Background: an optimization exercise with open tools, aiming at small area and a short achievable clock period. Do not read the settings as production practice.
Only simulation tests tie the RTL to the original design; equivalence was not proved.
No driver is modelled on the clock port, so clocking that relies on it looks cheaper here than on a real chip.

==> 11-14: inputs <==
==> flow/design.v (excerpt) <==
module c6288 (clk, reset, N1_wire, N18_wire, N35_wire, N52_wire, N69_wire, N86_wire, N103_wire, N120_wire, N137_wire, N154_wire, N171_wire, N188_wire, N205_wire, N222_wire, N239_wire, N256_wire, N273_wire, N290_wire, N307_wire, N324_wire, N341_wire, N358_wire, N375_wire, N392_wire, N409_wire, N426_wire, N443_wire, N460_wire, N477_wire, N494_wire, N511_wire, N528_wire,
  N545, N1581, N1901, N2223, N2548, N2877, N3211, N3552, N3895, N4241, N4591, N4946, N5308, N5672, N5971, N6123, N6150, N6160, N6170, N6180, N6190, N6200, N6210, N6220, N6230, N6240, N6250, N6260, N6270, N6280, N6288, N6287);
export LEC_CHECK = 0
export CAP_MARGIN = 20
export CORE_MARGIN = 2
export CORE_UTILIZATION = 40
export CTS_BUF_LIST = sky130_fd_sc_hd__clkbuf_4 sky130_fd_sc_hd__clkbuf_8
export SLEW_MARGIN = 20
export SYNTH_HIERARCHICAL = 1
create_clock -name core_clock -period 14.0 [get_ports {clk}]
standard.sh (not shown) runs the stock make flow with config.mk's settings and CLKGATE_MAP_FILE= SYNTH_SCRIPT=/design/flow/synth_recipe.tcl, a recipe that flattens the netlist after the stock synthesis.
==> flow/flow/run.sh <==
#!/bin/bash
# Own layout flow, built on the standard flow (standard.sh):
#  1. the standard synthesis;
#  2. every combinational cell set to the smallest size of its footprint
#     (flow/downsize.py); the resizer upsizes where timing needs it;
#  3. the standard flow up to CTS, with extra ORFS make variables from
#     flow/extra.txt (a setup margin, so that repair_timing works towards a
#     short period rather than only the 14 ns clock; port buffers of buf_1);
#  5. the rest of the standard flow (global route, repair, detailed route).
# Each step's full output goes to a log file of its own in the work folder.
set -euo pipefail
mapfile -t EXTRA < <(grep -v '^#' flow/extra.txt | grep .)
RES=orfs/results/$FLOW_PLATFORM/c6288/base
PLAT=$FLOW_HOME/platforms/$FLOW_PLATFORM
bash standard.sh synth > synth.log 2>&1
python3 flow/downsize.py $PLAT/lib/sky130_fd_sc_hd__tt_025C_1v80.lib $RES/1_2_yosys.v > downsize.log 2>&1
rm -f $RES/1_synth.odb $RES/1_synth.sdc
bash standard.sh cts "${EXTRA[@]}" > place_cts.log 2>&1
RES=$RES SKEW_CELLS="$(cat flow/skew_cells.txt)" LAUNCH_GROUPS=$(cat flow/launch_groups.txt) LAUNCH_CELL=sky130_fd_sc_hd__clkbuf_16 LIB=$PLAT/lib/sky130_fd_sc_hd__tt_025C_1v80.lib PLATFORM_DIR=$PLAT \
  openroad -no_init -exit flow/skew.tcl > skew.log 2>&1
bash standard.sh finish "${EXTRA[@]}" > route.log 2>&1
==> flow/flow/extra.txt <==
SETUP_SLACK_MARGIN=9.7
BUFFER_PORTS_ARGS=-buffer_cell sky130_fd_sc_hd__buf_1
TNS_END_PERCENT=0
Other scripts of this flow, unchanged in this note and not shown: flow/flow/downsize.py, flow/flow/launch_groups.txt, flow/flow/skew.tcl, flow/flow/skew_cells.txt
==> 12-09: changes against 11-14 <==
==> flow/flow/extra.txt (replaced) <==
SETUP_SLACK_MARGIN=9.6
BUFFER_PORTS_ARGS=-buffer_cell sky130_fd_sc_hd__buf_1
TNS_END_PERCENT=0
==> summary.txt <==
| item | 12-09 | 11-14 |
|---|---|---|
| Result of the run | no timing/DRC/antenna violations | no timing/DRC/antenna violations |
| Largest driver fanout on the critical path | 16 | 1 |
| Tcrit/Tclk final | 0.2857 | 0.2778 |
| Worst path setup slack after routing | 10.00 ns | 10.11 ns |
| Slew at the pin closest to its max-slew limit | 0.7458 ns | 0.7964 ns |
| Clock Pin Slew Worst Setup and Hold Paths | 0.09 ns | 0.08 ns |
| Post-CTS sizing | 41 | 44 |
| Half-perimeter wire length of the detailed placement result | 14.42 mm | 14.44 mm |
| Count of plain and timing-repair buffers | 73 | 94 |
| Area taken by flip-flops and latches | 1769 sq um | 1778 sq um |
| Proportion of cell area occupied by registers | 0.1956 | 0.1930 |
| Start point of the critical path | two[7] | rp[18] |
| Length of routed met3 wiring | 1.042 mm | 1.071 mm |
| Met3 Track Usage GR | 0.02546 | 0.03037 |
| Setup Crit Path Kind | flop to flop | flop to primary output |
| Global-route wire length before repair | 33.61 mm | 32.75 mm |
| Placed cell areas | 8676 sq um | 8673 sq um |
| Remaining max-slew budget at the tightest pin | 0.5028 | 0.4691 |
| Number of nets in the layout | 1058 | 1079 |
| GR Util met2 | 0.3326 | 0.3287 |
| Detailed-routing wirelength on met1 | 8.223 mm | 8.170 mm |
| Register-to-Register Setup Slack | 10.0 ns | 10.13 ns |
| Delay of the slowest critical-path stage | 0.76 ns | 0.34 ns |
| Drt via density | 5.240 | 5.278 |

## port drivers added, routing unchanged
How much do the figures lean on ideal ports? The routed layouts below were timed once more, with nothing changed but the port constraints.
Step 1 assumes that a clkbuf_16 drives the clock port and a buf_2 every other input.
Step 2, shift: input delay + t, output delay - t, t = (earliest + latest rising clock arrival at the registers) / 2. This alone moves slack from input paths to output paths.
a / b / c = no drivers / after step 1 / after step 2; a / b = the first two.
| run | t, ns | slack for setup (ns) | worst hold slack (ns) | latest minus earliest clock arrival (ns) |
|---|---|---|---|---|
| 11-14 | 0.432 | 10.111 / 10.037 / 10.132 | 0.446 / 0.446 / 0.446 | 0.439 / 0.439 |
| 12-09 | 0.428 | 10.000 / 10.000 / 10.000 | 0.399 / 0.398 / 0.398 | 0.440 / 0.440 |
Clock arrivals are far apart in 11-14 and 12-09, so t is only a midpoint there and step 2 fits no single register.
